Context: an optimization exercise on an open-source flow, tuned for small area. The choices shown serve that exercise and are no tape-out recipe. Where RTL was checked, it was by simulation tests only, not by an equivalence proof against the original. Function not checked in run 4: the RTL went through the layout flow alone. The flow treats the clock pin as an ideal source. Dropping or thinning the clock tree relies on that and would not hold on a real chip. Power and IR drop assume default switching activity.

<file path="flow/run.sh">
#!/bin/bash
# Layout flow: the standard flow, with these changes:
#  1. the combinational logic of the standard synthesis is re-mapped with
#     several area-oriented ABC scripts (most with SAT-based AIG resynthesis,
#     &deepsyn), in parallel, starting both from the standard netlist and
#     from the same synthesis run with ORFS's area-oriented ABC script; the
#     smallest result proven equivalent to the standard netlist is used
#     (flip-flops untouched: same instances, names and cell types);
#  3. everything else is standard.sh unchanged.
# Each tool's output goes to a log file of its own in this folder.
set -euo pipefail
W=$(pwd)
F=$W/flow
R=$W/orfs/results/$FLOW_PLATFORM/uart/base
LIB=$FLOW_HOME/platforms/$FLOW_PLATFORM/lib/sky130_fd_sc_hd__tt_025C_1v80.lib
JOBS=${NUM_CORES:-4}

bash standard.sh synth > synth.log 2>&1
cp $R/1_2_yosys.v $W/std_netlist.v

# The same synthesis with ORFS's area-oriented ABC script, in a folder of its own.
sed -e "s#WORK_HOME=$W/orfs #WORK_HOME=$W/orfs_area ABC_AREA=1 #" standard.sh > standard_area.sh
if bash standard_area.sh synth > synth_area.log 2>&1; then
  cp $W/orfs_area/results/$FLOW_PLATFORM/uart/base/1_2_yosys.v $W/area_netlist.v
else
  cp $W/std_netlist.v $W/area_netlist.v
fi

mkdir -p $W/remap
run_remap() {
  local name=$1 in=$2 scripts=$3
  mkdir -p $W/remap/$name.d
  (cd $W/remap/$name.d && REMAP_LIB=$LIB REMAP_IN=$in REMAP_OUT=$W/remap/$name.v \
    REMAP_TOP=$FLOW_TOP REMAP_SCRIPTS=$scripts timeout 900 yosys -c $F/remap.tcl > $W/remap/$name.log 2>&1) || true
}
classic=$F/t5.script,$F/u4.script,$F/w3.script,$F/w4.script,$F/s1.script,$F/t10.script,$F/a2.script
jobs=("classic_std|$W/std_netlist.v|$classic" "classic_area|$W/area_netlist.v|$classic")
for s in $F/ds*.script; do
  b=$(basename $s .script)
  jobs+=("${b}_std|$W/std_netlist.v|$s" "${b}_area|$W/area_netlist.v|$s")
done
n=0
for job in "${jobs[@]}"; do
  IFS='|' read -r name in scripts <<< "$job"
  run_remap $name $in $scripts &
  n=$((n + 1))
  if [ $n -ge $JOBS ]; then wait -n || true; n=$((n - 1)); fi
done
wait

# Candidates from smallest to largest area; use the first one proven equivalent.
for st in $(ls $W/remap/*.v.stat 2> /dev/null); do
  a=$(awk '/Chip area for module/ {print $NF}' $st)
  [ -n "$a" ] && echo "$a ${st%.stat}"
done | sort -n > $W/remap/candidates.txt
cat $W/remap/candidates.txt > remap.log
used=std
mkdir -p $W/eq
while read -r a v; do
  cp $W/std_netlist.v $W/eq/gold.v
  sed -E 's/\b_([0-9]+)_\b/_g\1_/g' $v > $W/eq/gate.v
  sed -e "s#LIB#$LIB#" -e "s#TOP#$FLOW_TOP#" $F/equiv.ys > $W/eq/equiv.ys
  if (cd $W/eq && timeout 900 yosys -q equiv.ys) >> equiv.log 2>&1; then
    echo "$v ($a) proven equivalent; using it" >> equiv.log
    cp $v $R/1_2_yosys.v
    used=$v
    break
  else
    echo "$v ($a) not proven equivalent" >> equiv.log
  fi
done < $W/remap/candidates.txt
echo "netlist used: $used" >> equiv.log
if [ "$used" != std ]; then
  bash standard.sh synth > synth_odb.log 2>&1
fi

export BUFFER_PORTS_ARGS="-buffer_cell sky130_fd_sc_hd__buf_1"
export CTS_ARGS="-sink_clustering_enable -repair_clock_nets -dont_use_dummy_load"
export FLOW_CLOCK_PORT=sysclk
export POST_CTS_TCL=$F/post_cts.tcl
bash standard.sh > layout.log 2>&1
</file>
<file path="flow/a2.script">
&get -n
&st
&dch
&nf -R 1000
&put
</file>
<file path="flow/ds1.script">
&get -n
&st
&deepsyn -T 45 -S 1
&dch -f
&nf -R 1000
&st
&dch -f
&nf -R 1000
&put
</file>
<file path="flow/ds10.script">
&get -n
&st
&deepsyn -T 45 -S 10
&dch -f
&nf -R 1000
&st
&dch -f
&nf -R 1000
&put
</file>
<file path="flow/ds11.script">
&get -n
&st
&deepsyn -T 45 -S 11
&put
dch -f
amap
</file>
<file path="flow/ds12.script">
&get -n
&st
&deepsyn -T 45 -S 12
&dch -f
&nf -R 1000 -F 40 -A 40
&st
&dch -f
&nf -R 1000 -F 40 -A 40
&put
</file>
<file path="flow/ds13.script">
&get -n
&st
&deepsyn -T 45 -S 13
&dch -f
&nf -R 1000
&st
&dch -f
&nf -R 1000
&put
</file>
<file path="flow/ds14.script">
&get -n
&st
&deepsyn -T 45 -S 14
&put
dch -f
amap
</file>
<file path="flow/ds2.script">
&get -n
&st
&deepsyn -T 45 -S 2
&put
dch -f
amap
</file>
<file path="flow/ds3.script">
&get -n
&st
&deepsyn -T 45 -S 3
&dch -f
&nf -R 1000 -F 40 -A 40
&st
&dch -f
&nf -R 1000 -F 40 -A 40
&put
</file>
<file path="flow/ds4.script">
&get -n
&st
&deepsyn -T 45 -S 4
&dch -f
&nf -R 1000
&st
&dch -f
&nf -R 1000
&put
</file>
<file path="flow/ds5.script">
&get -n
&st
&deepsyn -T 45 -S 5
&put
dch -f
amap
</file>
<file path="flow/ds6.script">
&get -n
&st
&deepsyn -T 45 -S 6
&dch -f
&nf -R 1000 -F 40 -A 40
&st
&dch -f
&nf -R 1000 -F 40 -A 40
&put
</file>
<file path="flow/ds7.script">
&get -n
&st
&deepsyn -T 45 -S 7
&dch -f
&nf -R 1000
&st
&dch -f
&nf -R 1000
&put
</file>
<file path="flow/ds8.script">
&get -n
&st
&deepsyn -T 45 -S 8
&put
dch -f
amap
</file>
<file path="flow/ds9.script">
&get -n
&st
&deepsyn -T 45 -S 9
&dch -f
&nf -R 1000 -F 40 -A 40
&st
&dch -f
&nf -R 1000 -F 40 -A 40
&put
</file>
<file path="flow/equiv.ys">
# Prove the re-mapped netlist (gate.v) equivalent to the standard one (gold.v).
read_liberty -lib LIB
read_verilog gold.v
rename TOP gold
read_verilog gate.v
rename TOP gate
read_liberty -overwrite -ignore_miss_func LIB
hierarchy -check
flatten
opt_clean
equiv_make gold gate eq
hierarchy -top eq
equiv_simple
equiv_induct
equiv_status -assert
</file>
<file path="flow/post_cts.tcl">
set block [ord::get_db_block]
set block [ord::get_db_block]
foreach port_net [list [$block findNet $::env(FLOW_CLOCK_PORT)]] {
  set its [$port_net getITerms]
  if { [llength $its] != 1 } { continue }
  set root [[lindex $its 0] getInst]
  if { ![string match sky130_fd_sc_hd__clkbuf_* [[$root getMaster] getName]] } { continue }
  set out_net ""
  foreach it [$root getITerms] {
    if { [$it isOutputSignal] } { set out_net [$it getNet] }
  }
  if { $out_net == "" } { continue }
  set loads [$out_net getITerms]
  set ok [expr {[llength $loads] >= 2 && [llength $loads] <= 5}]
  foreach it $loads {
    if { $it == [lindex [$root getITerms] 0] } { continue }
    set inst [$it getInst]
    if { $inst == $root } { continue }
    if { ![string match sky130_fd_sc_hd__clkbuf_* [[$inst getMaster] getName]] } { set ok 0 }
  }
  if { !$ok } { puts "post_cts: root buffer kept"; continue }
  set moved 0
  foreach it $loads {
    if { [$it getInst] == $root } { continue }
    $it disconnect
    $it connect $port_net
    incr moved
  }
  if { $moved > 4 } { error "post_cts: clock port would drive $moved cells" }
  odb::dbInst_destroy $root
  if { [llength [$out_net getITerms]] == 0 } { odb::dbNet_destroy $out_net }
  puts "post_cts: removed root clock buffer, port drives $moved leaf buffers"
}

proc my_leaf_slew { inst } {
  set mx 0
  foreach it [$inst getITerms] {
    if { ![$it isOutputSignal] } { continue }
    foreach s [[$it getNet] getITerms] {
      if { [$s getInst] == $inst } { continue }
      set pin [get_pins [[$s getInst] getName]/[[$s getMTerm] getName]]
      foreach k {slew_max_rise slew_max_fall} {
        set v [get_property $pin $k]
        if { $v > $mx } { set mx $v }
      }
    }
  }
  return $mx
}
estimate_parasitics -placement
foreach it [[$block findNet $::env(FLOW_CLOCK_PORT)] getITerms] {
  set inst [$it getInst]
  set old [[$inst getMaster] getName]
  if { $old != "sky130_fd_sc_hd__clkbuf_8" } { continue }
  replace_cell [$inst getName] sky130_fd_sc_hd__clkbuf_4
  estimate_parasitics -placement
  set s [my_leaf_slew $inst]
  if { $s > 0.112 } {
    replace_cell [$inst getName] $old
    estimate_parasitics -placement
    puts "post_cts: [$inst getName] kept $old (clkbuf_4 slew $s)"
  } else {
    puts "post_cts: [$inst getName] now clkbuf_4 (slew $s)"
  }
}
</file>
<file path="flow/remap.tcl">
# Re-map the combinational logic of the standard synthesis netlist with
# area-oriented ABC scripts and keep the smallest result. Flip-flops stay
# exactly as the standard synthesis made them (same instances, names and
# cell types); only the gates between them change.
set lib $::env(REMAP_LIB)
set top $::env(REMAP_TOP)
yosys read_liberty -lib $lib
yosys read_verilog -defer $::env(REMAP_IN)
yosys hierarchy -top $top
# Give the combinational cells their logic functions; keep sequential cells whole.
yosys read_liberty -overwrite -ignore_miss_func $lib
yosys hierarchy -top $top
yosys setattr -mod -set keep_hierarchy 1 sky130_fd_sc_hd__*df* sky130_fd_sc_hd__conb_1
yosys flatten
yosys opt_clean -purge
yosys design -save base
set abc_dont_use {-dont_use sky130_fd_sc_hd__probe_p_8 -dont_use sky130_fd_sc_hd__probec_p_8 -dont_use sky130_fd_sc_hd__lpflow_*}
proc area_of {lib top} {
  yosys select $top
  yosys tee -q -o area.tmp stat -liberty $lib
  yosys select -clear
  set f [open area.tmp]; set t [read $f]; close $f
  if { [regexp {Chip area for module '\\[^']*': ([0-9.]+)} $t -> a] } { return $a }
  return 1e9
}
set best ""
set best_area 1e9
foreach s [split $::env(REMAP_SCRIPTS) ","] {
  yosys design -load base
  if { [catch { yosys abc -liberty $lib -script $s {*}$abc_dont_use $top } err] } { puts "REMAP $s failed: $err"; continue }
  yosys opt_clean -purge
  set a [area_of $lib $top]
  puts "REMAP $s area $a"
  if { $a < $best_area } { set best_area $a; set best $s; yosys design -save best }
}
puts "REMAP best $best area $best_area"
if { $best == "" } { error "no re-mapping succeeded" }
yosys design -load best
yosys splitnets
yosys opt_clean -purge
yosys hilomap -singleton -hicell sky130_fd_sc_hd__conb_1 HI -locell sky130_fd_sc_hd__conb_1 LO
yosys select $top
yosys tee -o $::env(REMAP_OUT).stat stat -liberty $lib
yosys write_verilog -noattr -nohex -nodec -selected $::env(REMAP_OUT)
</file>
<file path="flow/s1.script">
&get -n
&st
&dch
&nf -R 1000
&st
&dch
&nf -R 1000
&put
</file>
<file path="flow/t10.script">
&get -n
&st
&dch -f
&nf -p -R 1000
&st
&dch -f
&nf -p -R 1000
&put
</file>
<file path="flow/t5.script">
&get -n
&st
&dch -f
&nf -R 1000
&st
&dch -f
&nf -R 1000
&put
</file>
<file path="flow/u4.script">
&get -n
&st
&dch -f
&nf -R 1000 -D 8000 -F 40 -A 40
&st
&dch -f
&nf -R 1000 -D 8000 -F 40 -A 40
&put
</file>
<file path="flow/w3.script">
&get -n
&st
&syn3
&dch -f
&nf -R 1000
&st
&dch -f
&nf -R 1000
&put
</file>
<file path="flow/w4.script">
strash
dc2
drw
drf
dc2
&get -n
&st
&dch -f
&nf -R 1000
&st
&dch -f
&nf -R 1000
&put
</file>
<file path="standard.sh">
#!/bin/bash
# synth_recipe.tcl (not shown) runs the flow's synth.tcl, then flattens the netlist and writes it again
# the make line also repeats each setting of config.mk as NAME=value (left out here)
make -C /OpenROAD-flow-scripts/flow DESIGN_CONFIG=/design/flow/config.mk WORK_HOME=/design/flow/orfs CLKGATE_MAP_FILE= SYNTH_SCRIPT=/design/flow/synth_recipe.tcl "${@:-finish}"
</file>
<file path="config.mk">
export PLATFORM = sky130hd
export DESIGN_NAME = uart
export DESIGN_NICKNAME = uart
export VERILOG_FILES = /design/flow/design.v
export SDC_FILE = /design/flow/constraint.sdc
export NUM_CORES = 4
export LEC_CHECK = 0
export CAP_MARGIN = 20
export CORE_MARGIN = 2
export CORE_UTILIZATION = 40
export SLEW_MARGIN = 20
</file>
<file path="constraint.sdc">
create_clock -name core_clock -period 10.0 [get_ports {sysclk}]
set_input_delay 2.0000 -clock core_clock [delete_from_list [all_inputs] [get_ports {sysclk}]]
set_output_delay 2.0000 -clock core_clock [all_outputs]
set_load 0.01 [all_outputs]
</file>
<file path="design.v">
module uart(txd,rxd,sysclk,reset);
output reg txd;
input rxd;
input sysclk,reset;
reg [1:0] ba; reg [2:0] bb; reg [4:0] bk;
always @(posedge sysclk)
  if (reset) begin ba <= 2'd0; bb <= 3'd0; bk <= 5'd0; end
  else begin
    ba <= {~ba[0], ba[1]^ba[0]};
    bb <= {~bb[1:0], bb[2]^bb[0]};
    bk <= {~bk[3:0], bk[4]^bk[1]};
  end
wire tick = (ba == 2'd2) && (bb == 3'd1) && (bk == 5'd9);
reg [3:0] rh, rl;
wire ridle = (rh == 4'd15);
always @(posedge sysclk)
  if (tick) rl <= (ridle && ~rxd) ? 4'd0 : rl + 4'd1;
always @(posedge sysclk)
  if (reset) rh <= 4'd15;
  else if (tick) begin
    if (ridle) begin
      if (~rxd) rh <= 4'd0;
    end else if (rh == 4'd10) rh <= 4'd15;    
    else if (rl == 4'd15) rh <= rh + 4'd1;
  end
reg [7:0] rx;
integer i;
always @(posedge sysclk)
  for (i = 0; i < 8; i = i + 1)
    if (tick && rl == 4'd8 && rh == i + 1)
      rx[i] <= rxd;
wire rxn = (rh == 4'd9) && (rl[3:1] == 3'd6);    
wire rxdone = (rh == 4'd9) && (rl == 4'd12);
reg [7:0] sp;
reg ready;
wire [3:0] sh = sp[7:4];
wire [3:0] sl = sp[3:0];
always @(posedge sysclk)
  if (reset) begin
    sp <= 8'ha1;
    ready <= 1'b0;
  end else if (tick) begin
    if (sp == 8'ha4) sp <= 8'h00;
    else if (sp == 8'ha2 && rxn) sp <= 8'ha6;
    else if (!(sp == 8'ha6 || (sp == 8'ha1 && !ready))) sp <= sp + 8'd1;
    if (rxn) ready <= 1'b1;
    else if (sp == 8'ha2) ready <= 1'b0;
  end
reg [6:0] tb;
always @(posedge sysclk)
  for (i = 0; i < 7; i = i + 1)
    if (tick && ((rxdone && !(sp == 8'ha4 || sh <= i)) || (sl == 4'd0 && sh == i + 1)))
      tb[i] <= rx[i] ^ rx[7];
reg bitv;
always @(*)
  case (sh)
    4'd0:  bitv = 1'b0;
    4'd1:  bitv = tb[0];
    4'd2:  bitv = tb[1];
    4'd3:  bitv = tb[2];
    4'd4:  bitv = tb[3];
    4'd5:  bitv = tb[4];
    4'd6:  bitv = tb[5];
    4'd7:  bitv = tb[6];
    4'd8:  bitv = 1'b0;
    default: bitv = 1'b1;
  endcase
always @(posedge sysclk)
  if (reset) txd <= 1'b1;
  else if (tick && sl == 4'd0 && sh <= 4'd9)
    txd <= bitv;
endmodule
</file>
==> results of run 1 <==
power groups by stage:
stage	clock network [mW]	registers, mW	logic [mW]
floorplan	0	0.193	0.00488
global placement	0	0.193	0.00726
detailed placement	0	0.193	0.00758
global route	0.0791	0.190	0.00869
finish	0.0702	0.189	0.00759
critical path: stages:
cell and delay (ns):
sky130_fd_sc_hd__buf_1 0.64, sky130_fd_sc_hd__clkinv_1 0.29, sky130_fd_sc_hd__o21ai_0 0.14, sky130_fd_sc_hd__a21oi_1 0.05
per-layer routing:
metal / routed length, um / up-vias
met5: 0 / -
met4: 53 / 0
met3: 122 / 6
met2: 1480 / 25
met1: 1470 / 608
li1: - / 675
state kept, by name, indices dropped and copies added, names as in the netlist, 2 cells and up:
signal	count
ba	2
rl	4
rx	8
bb	3
rh	4
tb	7
bk	5
sp	8
final cells by class:
cell class | instances | share of cell area [%]
Sequential cell | 43 | 54.2
Multi-Input combinational cell | 134 | 38.1
Clock buffer | 4 | 2.19
Inverter | 6 | 1.16
Timing Repair Buffer | 4 | 0.968
Tap cell | 52 | 3.36
layout by cell type, fill, tap and decap left out, types with 2 or more instances in the layout:
master,instances
sky130_fd_sc_hd__nor2_1,28
sky130_fd_sc_hd__dfxtp_1,24
sky130_fd_sc_hd__o21ai_0,21
sky130_fd_sc_hd__edfxtp_1,19
sky130_fd_sc_hd__nand2_1,13
sky130_fd_sc_hd__nor3_1,10
sky130_fd_sc_hd__a21oi_1,7
sky130_fd_sc_hd__nand3_1,7
sky130_fd_sc_hd__xor2_1,7
sky130_fd_sc_hd__clkinv_1,6
sky130_fd_sc_hd__nand2b_1,6
sky130_fd_sc_hd__and3_1,4
sky130_fd_sc_hd__a31oi_1,4
sky130_fd_sc_hd__xnor2_1,4
sky130_fd_sc_hd__nor3b_1,3
sky130_fd_sc_hd__buf_1,3
sky130_fd_sc_hd__or3_1,2
sky130_fd_sc_hd__o31ai_1,2
sky130_fd_sc_hd__o22ai_1,2
sky130_fd_sc_hd__clkbuf_4,2
sky130_fd_sc_hd__clkbuf_8,2
worst max-delay path by stage:
stage,start,to
final,reset,sp[4]
after global routing,reset,sp[4]
after detailed placement,reset,sp[4]
after global placement,reset,sp[4]
after floorplan,bb[0],tb[3]
==> impl_results.md, run 1 <==
- Power density over the cells: about 140 nW/um^2
- Storage cell area: ~1100 um^2
- Max Transition Viols Final: 0
- First DRT Iteration DRCs: between 70 and 80
- Number of standard cells after synthesis: around 180
- FF-to-FF setup slack: roughly 7.3 ns
- Non-Filler Instances: 243
- Die extent in x: between 70 and 80 um
- Max-cap check violation count: 0
- Worst Hold Class: register to register
- Std cell rows: 24
- Type of the setup path with the least slack: input pin to register
- Synthesis-to-layout area growth: 7.35%
- Highest attainable clock frequency: ~0.32 GHz
- Met2 Usage GRT: 23.8%
- Clk pwr share: between 20% and 30%
- Least-Margin Pin Slew: just under 0.9 ns
- Clock-pin slew reported for the worst setup and hold paths after clock tree synthesis: 0.08 ns
- WHS Path Cells: 1
- Number of iterations in the first detailed-routing pass: 4
- Switching Fraction: 18.5%
- Final clock period utilization by the worst path: 31.0%
- R2R cell count: 8
- Clock period minus final worst setup slack: between 3 and 4 ns
- Final-report setup violation count: 0
- Remaining number of nets flagged by the antenna check after routing: 0
- Maximum ir drop on the vdd rail: about 83 uV
- Floorplan die area: approximately 5000 um^2
- Port Buffer Count: 3
- Area of placed instances: 1900 um^2
- Busiest layer in global routing: met2
- Yosys warns: 1
- Count of boundary I/O pins: 4
- Vert. Die Dim: 71.2 um
- Antenna cell count: 0
- Unrepaired setup endpoints after global routing: no
- Fin area: 1940 um^2
- Total congestion overflow: 0
- Vias per cell: 5.41
- Post-Route Utilization: about 45%
- Internal power component: roughly 220 uW
- WHS: between 0.4 and 0.5 ns
- Initial standard-cell utilization of the core: roughly two fifths
- Wire length of the first global-routing pass: 5.57 mm
- Post-placement setup slack: between 6 and 7 ns
- Area of the mapped netlist: ~1800 um^2
- Switching power total: 49.5 uW
- CP max FO: 21
- Number of clock sinks: 43
- Least setup slack across all paths after layout: between 6 and 7 ns
- Part of the total power dissipated in sequential elements: 70.9%
- Placeable core region: 4350 um^2
- Final hold violation count: 0
- Data required, critical path: 10.02 ns
- Met1 Usage GRT: 17.1%
- Total routing usage reported by global routing: around 14%
- Crit path capture type: register
- Origin of the critical flop-to-flop path: bb[0]
- Multi-input gate area: 738 um^2
- Mean instance size in the synthesized netlist: 9.87 um^2
- Static leakage power: 0.671 nW
- Arrival time of data at the critical path endpoint: about 3.1 ns
- Status: complete, no violations
- Launch point of the worst hold path: bk[3]
- Detailed-route via count: 1314
- Setup TNS: 0 ns
- Number of antenna violations at the first check in global routing: 0
- Drt total wl: ~3.1 mm
- Overall power after layout: 267 uW
- FILL cells: a little over 400
- Max-slew headroom at the worst pin: 41.8%
- RD Place Congestion: 0.813
- Dpl hpwl: 2.32 mm
- Remaining design rule violation count: 0
- Destination of the worst hold path: bk[4]
- Endpoint of the worst-slack reg-to-reg timing path: tb[1]
- Net count of the mapped netlist: ~190
- Share of cells above drive strength 1: 3.14%
- Mean routed wirelength per cell: 12.9 um
- Clock insertion delay at the later pin of the skew report: 0.16 ns
- Number of nets in the finished design: 196
- Largest clock skew in the final design: 0.0316 ns
- Part of the total power dissipated in combinational logic: under 10%
- Total placed cells including tap cells: 239
- Vias in the first global route: 1297
- Maximum number of pins on one net before global-route repair: 22
- Startpoint type of the worst setup path: input pin
- Met3 global-route usage: under 10%
==> inputs of run 2 (changes only) <==
--- a/flow/run.sh
+++ b/flow/run.sh
@@ -1,7 +1,7 @@
 #!/bin/bash
 # Layout flow: the standard flow, with these changes:
 #  1. the combinational logic of the standard synthesis is re-mapped with
-#     several area-oriented ABC scripts (most with SAT-based AIG resynthesis,
+#     several area-oriented ABC scripts (some with SAT-based AIG resynthesis,
 #     &deepsyn), in parallel, starting both from the standard netlist and
 #     from the same synthesis run with ORFS's area-oriented ABC script; the
 #     smallest result proven equivalent to the standard netlist is used
==> flow/ds1.script (replaced) <==
&get -n
&st
&deepsyn -T 60 -S 1
&dch -f
&nf -R 1000
&st
&dch -f
&nf -R 1000
&put
==> flow/ds2.script (replaced) <==
&get -n
&st
&deepsyn -T 60 -S 2
&dch -f
&nf -R 1000
&st
&dch -f
&nf -R 1000
&put
==> flow/ds3.script (replaced) <==
&get -n
&st
&deepsyn -T 60 -S 3
&dch -f
&nf -R 1000
&st
&dch -f
&nf -R 1000
&put
==> flow/ds4.script (replaced) <==
&get -n
&st
&deepsyn -T 60 -S 4
&dch -f
&nf -R 1000
&st
&dch -f
&nf -R 1000
&put
==> flow/ds5.script (replaced) <==
&get -n
&st
&deepsyn -T 60 -S 5
&dch -f
&nf -R 1000
&st
&dch -f
&nf -R 1000
&put
==> flow/ds6.script (replaced) <==
&get -n
&st
&deepsyn -T 60 -S 6
&dch -f
&nf -R 1000
&st
&dch -f
&nf -R 1000
&put
==> flow/ds7.script (replaced) <==
&get -n
&st
&deepsyn -T 60 -S 7
&dch -f
&nf -R 1000
&st
&dch -f
&nf -R 1000
&put
==> flow/ds8.script (replaced) <==
&get -n
&st
&deepsyn -T 60 -S 8
&dch -f
&nf -R 1000
&st
&dch -f
&nf -R 1000
&put
--- a/flow/post_cts.tcl
+++ b/flow/post_cts.tcl
@@ -51,15 +51,14 @@
 foreach it [[$block findNet $::env(FLOW_CLOCK_PORT)] getITerms] {
   set inst [$it getInst]
   set old [[$inst getMaster] getName]
-  if { $old != "sky130_fd_sc_hd__clkbuf_8" } { continue }
-  replace_cell [$inst getName] sky130_fd_sc_hd__clkbuf_4
-  estimate_parasitics -placement
-  set s [my_leaf_slew $inst]
-  if { $s > 0.112 } {
-    replace_cell [$inst getName] $old
+  if { ![string match sky130_fd_sc_hd__clkbuf_* $old] } { continue }
+  set chosen ""
+  foreach m {sky130_fd_sc_hd__clkbuf_4 sky130_fd_sc_hd__clkbuf_8 sky130_fd_sc_hd__clkbuf_16} {
+    if { [[$inst getMaster] getName] != $m } { replace_cell [$inst getName] $m }
     estimate_parasitics -placement
-    puts "post_cts: [$inst getName] kept $old (clkbuf_4 slew $s)"
-  } else {
-    puts "post_cts: [$inst getName] now clkbuf_4 (slew $s)"
+    set s [my_leaf_slew $inst]
+    if { $s <= 0.105 } { set chosen $m; break }
   }
+  if { $chosen == "" } { set chosen sky130_fd_sc_hd__clkbuf_16 }
+  puts "post_cts: [$inst getName] $old -> $chosen (slew $s)"
 }
--- a/config.mk
+++ b/config.mk
@@ -7,5 +7,5 @@
 export LEC_CHECK = 0
 export CAP_MARGIN = 20
 export CORE_MARGIN = 2
-export CORE_UTILIZATION = 40
+export CORE_UTILIZATION = 60
 export SLEW_MARGIN = 20
removed: flow/ds10.script
removed: flow/ds11.script
removed: flow/ds12.script
removed: flow/ds13.script
removed: flow/ds14.script
removed: flow/ds9.script
==> run 2 against run 1 <==
- critical endpoint is now rh[2]
- area after synthesis is 0.21% lower
- synthesized cell count down 0.55%
- critical path depth up 2
- first-iteration DRC count decreased by 26%
==> impl_results.md, run 2 <==
- Status: complete, no violations
- Net count of the mapped netlist: 185 (-0.54%)
- Drt total wl: 3.32 mm (+6.1%)
- Overall power after layout: 267 uW (about the same)
- Remaining number of nets flagged by the antenna check after routing: 0 (unchanged)
- Least setup slack across all paths after layout: 6.53 ns (-0.366 ns)
- Dpl hpwl: 2.40 mm (+3.7%)
- Detailed-route via count: 1361 (+3.6%)
- Launch point of the worst hold path: bk[2]
- Wire length of the first global-routing pass: 5.59 mm (+0.38%)
- CP max FO: 10 (-52%)
- Vert. Die Dim: 58.8 um (-17%)
- Max-cap check violation count: 0 (unchanged)
- Yosys warns: 1 (unchanged)
- Area of the mapped netlist: 1800 um^2 (-0.21%)
- Final clock period utilization by the worst path: 34.7% (+3.7 points)
- Power density over the cells: 141 nW/um^2 (+2.3%)
- Std cell rows: 19 (-21%)
- Endpoint of the worst-slack reg-to-reg timing path: tb[4]
- Floorplan die area: 3460 um^2 (-32%)
- RD Place Congestion: 0.866 (+6.5%)
- Number of antenna violations at the first check in global routing: 0 (unchanged)
- Unrepaired setup endpoints after global routing: no
- Count of boundary I/O pins: 4 (unchanged)
- Port Buffer Count: 3 (unchanged)
- Number of clock sinks: 43 (unchanged)
- Crit path capture type: register
- Highest attainable clock frequency: 0.288 GHz (-11%)
- WHS Path Cells: 1 (unchanged)
- Synthesis-to-layout area growth: 5.14%
- Clock period minus final worst setup slack: 3.47 ns (+0.366 ns)
- Static leakage power: 0.652 nW (-2.8%)
- Antenna cell count: 0 (unchanged)
- Setup TNS: 0 ns (unchanged)
- Total congestion overflow: 0 (unchanged)
- Number of iterations in the first detailed-routing pass: 16 (+12)
- Least-Margin Pin Slew: 0.714 ns (-0.159 ns)
- Number of standard cells after synthesis: 182 (-0.55%)
- Clock-pin slew reported for the worst setup and hold paths after clock tree synthesis: 0.10 ns (+0.02 ns)
- Top flop regs: rx: 8 flops, sp: 8 flops, tb: 7 flops
- R2R cell count: 9 (+1)
- Total routing usage reported by global routing: 21.6% (+7.6 points)
- Highest-count cells in the layout ignoring fill and taps: sky130_fd_sc_hd__nor2_1 (36), sky130_fd_sc_hd__dfxtp_1 (24), sky130_fd_sc_hd__edfxtp_1 (19)
- Most frequent standard cell in the layout excluding fill and tap cells: sky130_fd_sc_hd__nor2_1
- Destination of the worst hold path: bk[3]
- Arrival time of data at the critical path endpoint: 3.51 ns (+0.39 ns)
- Placeable core region: 2810 um^2 (-36%)
- Max Transition Viols Final: 0 (unchanged)
- First DRT Iteration DRCs: 58 (-26%)
- Share of cells above drive strength 1: 2.65% (-0.50 points)
- FF-to-FF setup slack: 7.34 ns (about the same)
- Die extent in x: 58.8 um (-17%)
- Worst Hold Class: register to register
- Post-placement setup slack: 6.36 ns (-0.375 ns)
- Mean instance size in the synthesized netlist: 9.90 um^2 (+0.34%)
- Vias in the first global route: 1327 (+2.3%)
- Largest clock skew in the final design: 0.0283 ns (-0.00329 ns)
- Final-report setup violation count: 0 (unchanged)
- Number of nets in the finished design: 194 (-1.0%)
- Vias per cell: 6.19 (+14%)
- Post-Route Utilization: 67.5% (+23 points)
- Remaining design rule violation count: 0 (unchanged)
- Data required, critical path: 10.04 ns (+0.02 ns)
- Maximum number of pins on one net before global-route repair: 18 (-18%)
- Type of the setup path with the least slack: input pin to register
- Final hold violation count: 0 (unchanged)
- Initial standard-cell utilization of the core: 64.2% (+23 points)
- Mean routed wirelength per cell: 15.1 um (+17%)
- Origin of the critical flop-to-flop path: bk[0]
- Startpoint type of the worst setup path: input pin
- Max-slew headroom at the worst pin: 52.4% (+11 points)
- Maximum ir drop on the vdd rail: 138 uV (+65%)
- Clock insertion delay at the later pin of the skew report: 0.16 ns (about the same)
[run 2: cell type report]
cell class	instances	area, um^2
clock buffers	4	42.5
fillers	218	911
inverters	5	18.8
multi-input cells	134	732
flip-flops and latches	43	1050
well taps	31	38.8
repair buffers	3	11.3
[run 2: per-stage QoR]
step / hold WS [ns] / cells / cell area (um^2)
6_report: 0.412 / 220 / 1890
3_5_place_dp: 0.400 / 216 / 1850
3_3_place_gp: 0.395 / 216 / 1850
2_1_floorplan: 0.385 / 182 / 1800
5_1_grt: 0.435 / 220 / 1890
[run 2: layer usage]
layer	GRT usage, %	vias up	routed length [um]
li1	-	673	-
met1	24.6	639	1430
met2	38.3	44	1670
met3	5.93	5	177
met4	8.12	0	43
met5	0	-	0
[run 2: worst max path at each step]
stage,cells after the start,end,slack [ns],startpoint
global placement,6,rh[2],6.42,rxd
floorplan,5,rh[2],6.74,rxd
finish,6,rh[2],6.53,rxd
global route,6,rh[3],6.31,rxd
detailed placement,6,rh[2],6.36,rxd
[run 2: worst max-delay path: stages]
cell                       delay [ns]
sky130_fd_sc_hd__buf_1           0.18
sky130_fd_sc_hd__nor4bb_1        0.65
sky130_fd_sc_hd__a21o_1          0.17
sky130_fd_sc_hd__and4_1          0.28
sky130_fd_sc_hd__and3_1          0.16
sky130_fd_sc_hd__o21ai_0         0.06
[run 2: power breakdown]
group          switching, mW  internal (mW)
Combinational        0.00484        0.00357
Sequential           0.00272          0.186
Clock                 0.0418         0.0279
Total                 0.0494          0.218
==> inputs of run 3 (changes only) <==
==> flow/ds10.script (new file) <==
&get -n
&st
&deepsyn -T 60 -S 10
&dch -f
&nf -R 1000
&st
&dch -f
&nf -R 1000
&put
==> flow/ds11.script (new file) <==
&get -n
&st
&deepsyn -T 60 -S 11
&dch -f
&nf -R 1000
&st
&dch -f
&nf -R 1000
&put
==> flow/ds12.script (new file) <==
&get -n
&st
&deepsyn -T 60 -S 12
&dch -f
&nf -R 1000
&st
&dch -f
&nf -R 1000
&put
==> flow/ds13.script (new file) <==
&get -n
&st
&deepsyn -T 60 -S 13
&dch -f
&nf -R 1000
&st
&dch -f
&nf -R 1000
&put
==> flow/ds14.script (new file) <==
&get -n
&st
&deepsyn -T 60 -S 14
&dch -f
&nf -R 1000
&st
&dch -f
&nf -R 1000
&put
==> flow/ds15.script (new file) <==
&get -n
&st
&deepsyn -T 60 -S 15
&dch -f
&nf -R 1000
&st
&dch -f
&nf -R 1000
&put
==> flow/ds16.script (new file) <==
&get -n
&st
&deepsyn -T 60 -S 16
&dch -f
&nf -R 1000
&st
&dch -f
&nf -R 1000
&put
==> flow/ds17.script (new file) <==
&get -n
&st
&deepsyn -T 60 -S 17
&dch -f
&nf -R 1000
&st
&dch -f
&nf -R 1000
&put
==> flow/ds18.script (new file) <==
&get -n
&st
&deepsyn -T 60 -S 18
&dch -f
&nf -R 1000
&st
&dch -f
&nf -R 1000
&put
==> flow/ds19.script (new file) <==
&get -n
&st
&deepsyn -T 60 -S 19
&dch -f
&nf -R 1000
&st
&dch -f
&nf -R 1000
&put
==> flow/ds20.script (new file) <==
&get -n
&st
&deepsyn -T 60 -S 20
&dch -f
&nf -R 1000
&st
&dch -f
&nf -R 1000
&put
==> flow/ds9.script (new file) <==
&get -n
&st
&deepsyn -T 60 -S 9
&dch -f
&nf -R 1000
&st
&dch -f
&nf -R 1000
&put
--- a/config.mk
+++ b/config.mk
@@ -7,5 +7,5 @@
 export LEC_CHECK = 0
 export CAP_MARGIN = 20
 export CORE_MARGIN = 2
-export CORE_UTILIZATION = 60
+export CORE_UTILIZATION = 40
 export SLEW_MARGIN = 20
==> run 3 against run 2 <==
- power increased by 0.64%
- worst setup slack got worse by 0.088 ns
- non-clock buffer count unchanged
- sequential power about the same
- first-iteration DRC count increased by 21%
- area after synthesis unchanged
- synthesized cell count unchanged
- cell area increased by 1.4%
- clock power increased by 3%
- count of clock-buffer cells in the layout unchanged
- critical endpoint unchanged
- largest power group unchanged
==> impl_results.md, run 3 <==
- Clock-pin slew reported for the worst setup and hold paths after clock tree synthesis: 0.10 ns (about the same)
- Static leakage power: 0.652 nW (unchanged)
- Dpl hpwl: 2.37 mm (-1.4%)
- Maximum number of pins on one net before global-route repair: 18 (unchanged)
- Detailed-route via count: 1322 (-2.9%)
- Vias per cell: 5.49 (-11%)
- Maximum ir drop on the vdd rail: 44.3 uV (-68%)
- Total congestion overflow: 0 (unchanged)
- Antenna cell count: 0 (unchanged)
- Top flop regs: rx: 8 flops, sp: 8 flops, tb: 7 flops
- Data required, critical path: 10.02 ns (-0.02 ns)
- Yosys warns: 1 (unchanged)
- First DRT Iteration DRCs: 70 (+21%)
- Total routing usage reported by global routing: 13.5% (-8.0 points)
- Die extent in x: 71.1 um (+21%)
- Number of iterations in the first detailed-routing pass: 4 (-12)
- Max Transition Viols Final: 0 (unchanged)
- Mean routed wirelength per cell: 13.4 um (-11%)
- Remaining number of nets flagged by the antenna check after routing: 0 (unchanged)
- Largest clock skew in the final design: 0.0222 ns (-0.00612 ns)
- Clock insertion delay at the later pin of the skew report: 0.16 ns (about the same)
- Count of boundary I/O pins: 4 (unchanged)
- Area of the mapped netlist: 1800 um^2 (unchanged)
- Number of clock sinks: 43 (unchanged)
- Synthesis-to-layout area growth: 6.60%
- CP max FO: 10 (unchanged)
- Origin of the critical flop-to-flop path: bk[0]
- Wire length of the first global-routing pass: 5.54 mm (-0.88%)
- Most frequent standard cell in the layout excluding fill and tap cells: sky130_fd_sc_hd__nor2_1
- Post-Route Utilization: 44.1% (-23 points)
- Clock period minus final worst setup slack: 3.56 ns (+0.0881 ns)
- Number of standard cells after synthesis: 182 (unchanged)
- Initial standard-cell utilization of the core: 41.4% (-23 points)
- Arrival time of data at the critical path endpoint: 3.57 ns (+0.06 ns)
- Max-slew headroom at the worst pin: 49.1% (-3.3 points)
- Max-cap check violation count: 0 (unchanged)
- Final-report setup violation count: 0 (unchanged)
- Launch point of the critical path: rxd
- Crit path capture type: register
- Highest attainable clock frequency: 0.281 GHz (-2.5%)
- Mean instance size in the synthesized netlist: 9.90 um^2 (unchanged)
- Final clock period utilization by the worst path: 35.6% (+0.88 points)
- Unrepaired setup endpoints after global routing: no
- Remaining design rule violation count: 0 (unchanged)
- Number of antenna violations at the first check in global routing: 0 (unchanged)
- Share of cells above drive strength 1: 2.65% (unchanged)
- Setup TNS: 0 ns (unchanged)
- Port Buffer Count: 3 (unchanged)
- Vert. Die Dim: 71.1 um (+21%)
- Std cell rows: 24 (+5)
- Power density over the cells: 140 nW/um^2 (-0.73%)
- Launch point of the worst hold path: bk[3]
- Net count of the mapped netlist: 185 (unchanged)
- Least-Margin Pin Slew: 0.763 ns (+0.0495 ns)
- Placeable core region: 4350 um^2 (+55%)
- Overall power after layout: 269 uW (+0.64%)
- Highest-count cells in the layout ignoring fill and taps: sky130_fd_sc_hd__nor2_1 (36), sky130_fd_sc_hd__dfxtp_1 (24), sky130_fd_sc_hd__edfxtp_1 (19)
- Floorplan die area: 5060 um^2 (+46%)
- FILL cells: 424 (+94%)
- Startpoint type of the worst setup path: input pin
- RD Place Congestion: 0.791 (-8.7%)
- Type of the setup path with the least slack: input pin to register
- Final hold violation count: 0 (unchanged)
- Worst Hold Class: register to register
- Drt total wl: 3.23 mm (-2.7%)
- Number of nets in the finished design: 194 (unchanged)
- Vias in the first global route: 1298 (-2.2%)
- Status: complete, no violations
run 3: worst paths after layout:
check / end / slack, ns / cells past startpoint
setup / recovery: rh[2] / 6.44 / 6
hold / removal: bk[4] / 0.40 / 1
setup reg to reg: tb[4] / 7.35 / 9
hold reg to reg: bk[4] / 0.40 / 1
run 3: final cells by class:
class                           instances  area, um^2  area share, %
Multi-Input combinational cell        134         732           38.1
Sequential cell                        43        1050           54.7
Inverter                                5        18.8          0.977
Tap cell                               52        65.1           3.39
Timing Repair Buffer                    3        11.3          0.586
Clock buffer                            4        42.5           2.21
run 3: where the power goes:
part | internal [mW] | switching (mW)
combinational | 0.00358 | 0.00493
clock | 0.0279 | 0.0435
sequential | 0.186 | 0.00259
total | 0.218 | 0.0510
run 3: through the flow:
step,hold slack [ns],cells,cell area [um^2],setup WS (ns)
floorplan,0.385,182,1800,6.74
detailed placement,0.405,237,1880,6.29
global placement,0.398,237,1880,6.39
global route,0.417,241,1920,6.25
finish,0.402,241,1920,6.44
run 3: metal layers:
metal  share of wire (%)  track usage, %  wire length [um]  vias up
li1                    -               -                 -      670
met2                  47            22.2              1510       18
met5                   0               0                 0        -
met4                 1.5            4.40                47        0
met3                 3.6            3.56               117        4
met1                  48            17.4              1550      630
run 3: critical path: stages:
cell,delay (ns)
sky130_fd_sc_hd__buf_1,0.18
sky130_fd_sc_hd__nor4bb_1,0.69
sky130_fd_sc_hd__a21o_1,0.18
sky130_fd_sc_hd__and4_1,0.29
sky130_fd_sc_hd__and3_1,0.17
sky130_fd_sc_hd__o21ai_0,0.06
==> inputs of run 4 (changes only) <==
--- a/design.v
+++ b/design.v
@@ -12,25 +12,24 @@
   end
 wire tick = (ba == 2'd2) && (bb == 3'd1) && (bk == 5'd9);
 reg [3:0] rh, rl;
-wire ridle = (rh == 4'd15);
+wire ridle = (rh == 4'd11);
 always @(posedge sysclk)
-  if (tick) rl <= (ridle && ~rxd) ? 4'd0 : rl + 4'd1;
+  if (tick) rl <= (ridle && ~rxd) ? 4'd15 : rl + 4'd1;
 always @(posedge sysclk)
-  if (reset) rh <= 4'd15;
+  if (reset) rh <= 4'd11;
   else if (tick) begin
     if (ridle) begin
       if (~rxd) rh <= 4'd0;
-    end else if (rh == 4'd10) rh <= 4'd15;    
-    else if (rl == 4'd15) rh <= rh + 4'd1;
+    end else if (rl == 4'd15) rh <= rh + 4'd1;
   end
 reg [7:0] rx;
 integer i;
 always @(posedge sysclk)
   for (i = 0; i < 8; i = i + 1)
-    if (tick && rl == 4'd8 && rh == i + 1)
+    if (tick && rl == 4'd7 && rh == i + 2)
       rx[i] <= rxd;
-wire rxn = (rh == 4'd9) && (rl[3:1] == 3'd6);    
-wire rxdone = (rh == 4'd9) && (rl == 4'd12);
+wire rxn = (rh == 4'd10) && (rl == 4'd11 || rl == 4'd12);    
+wire rxdone = (rh == 4'd10) && (rl == 4'd11);
 reg [7:0] sp;
 reg ready;
 wire [3:0] sh = sp[7:4];
@@ -40,16 +39,17 @@
     sp <= 8'ha1;
     ready <= 1'b0;
   end else if (tick) begin
-    if (sp == 8'ha4) sp <= 8'h00;
-    else if (sp == 8'ha2 && rxn) sp <= 8'ha6;
-    else if (!(sp == 8'ha6 || (sp == 8'ha1 && !ready))) sp <= sp + 8'd1;
+    if (sp == 8'ha1) begin
+      if (ready) sp <= 8'hfd;
+    end else if (sp == 8'hfd && rxn) sp <= 8'hfc;
+    else if (sp != 8'hfc) sp <= sp + 8'd1;
     if (rxn) ready <= 1'b1;
-    else if (sp == 8'ha2) ready <= 1'b0;
+    else if (sp == 8'hfd) ready <= 1'b0;
   end
 reg [6:0] tb;
 always @(posedge sysclk)
   for (i = 0; i < 7; i = i + 1)
-    if (tick && ((rxdone && !(sp == 8'ha4 || sh <= i)) || (sl == 4'd0 && sh == i + 1)))
+    if (tick && ((rxdone && !(sp == 8'hff || sh <= i)) || (sl == 4'd0 && sh == i + 1)))
       tb[i] <= rx[i] ^ rx[7];
 reg bitv;
 always @(*)
--- a/flow/post_cts.tcl
+++ b/flow/post_cts.tcl
@@ -51,14 +51,15 @@
 foreach it [[$block findNet $::env(FLOW_CLOCK_PORT)] getITerms] {
   set inst [$it getInst]
   set old [[$inst getMaster] getName]
-  if { ![string match sky130_fd_sc_hd__clkbuf_* $old] } { continue }
-  set chosen ""
-  foreach m {sky130_fd_sc_hd__clkbuf_4 sky130_fd_sc_hd__clkbuf_8 sky130_fd_sc_hd__clkbuf_16} {
-    if { [[$inst getMaster] getName] != $m } { replace_cell [$inst getName] $m }
+  if { $old != "sky130_fd_sc_hd__clkbuf_8" } { continue }
+  replace_cell [$inst getName] sky130_fd_sc_hd__clkbuf_4
+  estimate_parasitics -placement
+  set s [my_leaf_slew $inst]
+  if { $s > 0.100 } {
+    replace_cell [$inst getName] $old
     estimate_parasitics -placement
-    set s [my_leaf_slew $inst]
-    if { $s <= 0.105 } { set chosen $m; break }
+    puts "post_cts: [$inst getName] kept $old (clkbuf_4 slew $s)"
+  } else {
+    puts "post_cts: [$inst getName] now clkbuf_4 (slew $s)"
   }
-  if { $chosen == "" } { set chosen sky130_fd_sc_hd__clkbuf_16 }
-  puts "post_cts: [$inst getName] $old -> $chosen (slew $s)"
 }
removed: flow/ds10.script
removed: flow/ds11.script
removed: flow/ds12.script
removed: flow/ds13.script
removed: flow/ds14.script
removed: flow/ds15.script
removed: flow/ds16.script
removed: flow/ds17.script
removed: flow/ds18.script
removed: flow/ds19.script
removed: flow/ds20.script
removed: flow/ds9.script
==> run 4 against run 3 <==
- combinational power fell by 15%
- global-route usage up 0.66 points
- via count decreased by 1.1%
- register-to-register slack gained 0.12 ns
- first-iteration DRC count increased by 33%
- worst setup slack gained 0.25 ns
- final cell count shrank 1.2%
- die area up 1.0%
- sequential share of layout area down 1.1 points
- maximum frequency is 7.5% higher
- power rose by 0.26%
- non-clock buffer count is 1 higher
- critical path type unchanged
- largest power group unchanged
- highest routed layer unchanged
==> impl_results.md, run 4 <==
- Status: complete, no violations
- Worst Hold Class: register to register
- Vias per cell: 5.49 (+0.11%)
- Std cell rows: 24 (unchanged)
- Dpl hpwl: 2.35 mm (-0.78%)
- Static leakage power: 0.667 nW (+2.3%)
- Initial standard-cell utilization of the core: 41.6% (+0.17 points)
- Total congestion overflow: 0 (unchanged)
- Data required, critical path: 10.02 ns (about the same)
- RD Place Congestion: 0.748 (-5.4%)
- First DRT Iteration DRCs: 93 (+33%)
- Multi-input gate area: 754 um^2 (+3.1%)
- Number of clock sinks: 43 (unchanged)
- Startpoint type of the worst setup path: input pin
- Storage cell area: 1050 um^2 (unchanged)
- FILL cells: 418 (-1.4%)
- Remaining design rule violation count: 0 (unchanged)
- Area of placed instances: 1910 um^2 (+1.8%)
- Largest clock skew in the final design: 0.0244 ns (+0.00224 ns)
- Clock-pin slew reported for the worst setup and hold paths after clock tree synthesis: 0.08 ns (-0.02 ns)
- Port Buffer Count: 3 (unchanged)
- Total placed cells including tap cells: 234 (-1.3%)
- Number of iterations in the first detailed-routing pass: 4 (unchanged)
- Highest attainable clock frequency: 0.302 GHz (+7.5%)
- Detailed-route via count: 1307 (-1.1%)
- Vert. Die Dim: 71.5 um (+0.52%)
- FF-to-FF setup slack: 7.47 ns (+0.12 ns)
- Max-slew headroom at the worst pin: 34.0% (-15 points)
- Least setup slack across all paths after layout: 6.69 ns (+0.249 ns)
- Crit path capture type: register
- Wire length of the first global-routing pass: 5.74 mm (+3.6%)
- Number of nets in the finished design: 191 (-1.5%)
- Post-Route Utilization: 44.7% (+0.61 points)
- Floorplan die area: 5110 um^2 (+1.0%)
- Area of the mapped netlist: 1820 um^2 (+1.1%)
- Destination of the worst hold path: bb[2]
- Type of the setup path with the least slack: input pin to register
- R2R cell count: 8 (-1)
- Number of standard cells after synthesis: 178 (-2.2%)
- Placeable core region: 4380 um^2 (+0.69%)
- Final clock period utilization by the worst path: 33.1% (-2.5 points)
- Count of boundary I/O pins: 4 (unchanged)
- CP max FO: 9 (-1)
- Drt total wl: 3.27 mm (+1.2%)
- Final-report setup violation count: 0 (unchanged)
- Mean routed wirelength per cell: 13.7 um (+2.5%)
- Clock period minus final worst setup slack: 3.31 ns (-0.249 ns)
- Fin area: 1960 um^2 (+2.1%)
- Origin of the critical flop-to-flop path: rl[0]
- Yosys warns: 1 (unchanged)
- Maximum ir drop on the vdd rail: 86.7 uV (+96%)
- Arrival time of data at the critical path endpoint: 3.33 ns (-0.24 ns)
- Power density over the cells: 138 nW/um^2 (-1.8%)
- Share of cells above drive strength 1: 3.23% (+0.58 points)
- Vias in the first global route: 1339 (+3.2%)
- Highest-count cells in the layout ignoring fill and taps: sky130_fd_sc_hd__nor2_1 (26), sky130_fd_sc_hd__dfxtp_1 (24), sky130_fd_sc_hd__edfxtp_1 (19)
- Top flop regs: rx: 8 flops, sp: 8 flops, tb: 7 flops
- Least-Margin Pin Slew: 0.990 ns (+0.227 ns)
- Maximum number of pins on one net before global-route repair: 25 (+7)
- WHS Path Cells: 1 (unchanged)
- Post-placement setup slack: 6.54 ns (+0.249 ns)
- Clock insertion delay at the later pin of the skew report: 0.15 ns (about the same)
- Endpoint of the worst-slack reg-to-reg timing path: tb[3]
- Synthesis-to-layout area growth: 7.62%
- Non-Filler Instances: 238 (-1.2%)
- Max-cap check violation count: 0 (unchanged)
- Max Transition Viols Final: 0 (unchanged)
- Launch point of the worst hold path: bb[1]
- Most frequent standard cell in the layout excluding fill and tap cells: sky130_fd_sc_hd__nor2_1
- Die extent in x: 71.5 um (+0.52%)
- Mean instance size in the synthesized netlist: 10.2 um^2 (+3.4%)
- Unrepaired setup endpoints after global routing: no
- Net count of the mapped netlist: 181 (-2.2%)
- Total routing usage reported by global routing: 14.2% (+0.66 points)
- Number of antenna violations at the first check in global routing: 0 (unchanged)
- Antenna cell count: 0 (unchanged)
- Remaining number of nets flagged by the antenna check after routing: 0 (unchanged)
- Final hold violation count: 0 (unchanged)
- Setup TNS: 0 ns (unchanged)
-- run 4: per-layer routing --
layer,global-route usage (%),vias up,share of wire (%)
li1,-,664,-
met1,18.4,613,47
met2,22.5,25,48
met3,3.52,5,3.3
met4,6.08,0,1.7
met5,0,-,0
-- run 4: through the flow --
step                      hold WS, ns  power (mW)
after detailed placement        0.407       0.201
after global placement          0.392       0.200
final                           0.419       0.270
after floorplan                 0.385       0.197
after global routing            0.432       0.281
-- run 4: report_power, final --
part	internal, mW	switching, mW
sequential	0.186	0.00296
combinational	0.00331	0.00395
clock	0.0322	0.0408
-- run 4: worst max path at each step --
stage | startpoint | endpoint | slack, ns
2_1_floorplan | bb[1] | tb[3] | 6.74
3_3_place_gp | rxd | rh[3] | 6.62
3_5_place_dp | rxd | rh[3] | 6.54
5_1_grt | rxd | rh[2] | 6.57
6_report | rxd | rh[3] | 6.69
-- run 4: area by class of cell --
type	instances	share of cell area [%]
inverters	6	1.15
flip-flops and latches	43	53.6
multi-input cells	129	38.5
clock buffers	4	2.49
repair buffers	4	0.957
well taps	52	3.32
-- run 4: critical path, stage by stage --
cell	delay, ns
sky130_fd_sc_hd__buf_1	0.16
sky130_fd_sc_hd__or3b_1	0.49
sky130_fd_sc_hd__o22ai_1	0.27
sky130_fd_sc_hd__nand2_1	0.15
sky130_fd_sc_hd__a21oi_1	0.16
sky130_fd_sc_hd__o21ai_0	0.11

## port drivers added, routing unchanged
In the flow no input, the clock included, has a driving cell. The finished layouts below were timed again as built, in two steps. Step 1, drivers: a clkbuf_16 drives sysclk and a buf_2 each remaining input, both assumed. Step 2 moves the port delays by t, midway between the first and last clock arrival at a register: inputs arrive t later, outputs are due t later. That takes back most of the time a late clock gives input paths. a / b / c = no drivers / after step 1 / after step 2; a / b = the first two.
run	t, ns	slack for setup (ns)	hold WS [ns]	worst register clock-pin slew, ns	pins driven straight from the clock port
run 1	0.196	6.896 / 6.917 / 6.721	0.412 / 0.412 / 0.412	0.11 / 0.11	4
run 2	0.197	6.530 / 6.559 / 6.362	0.412 / 0.412 / 0.412	0.10 / 0.10	4
run 3	0.193	6.442 / 6.463 / 6.270	0.402 / 0.401 / 0.401	0.10 / 0.10	4
run 4	0.191	6.691 / 6.722 / 6.532	0.419 / 0.419 / 0.419	0.09 / 0.09	4
After both steps every run listed still meets setup and hold. The setup slack of run 1, which loses most, moves by +0.021 ns with the drivers and by -0.175 ns with both steps.
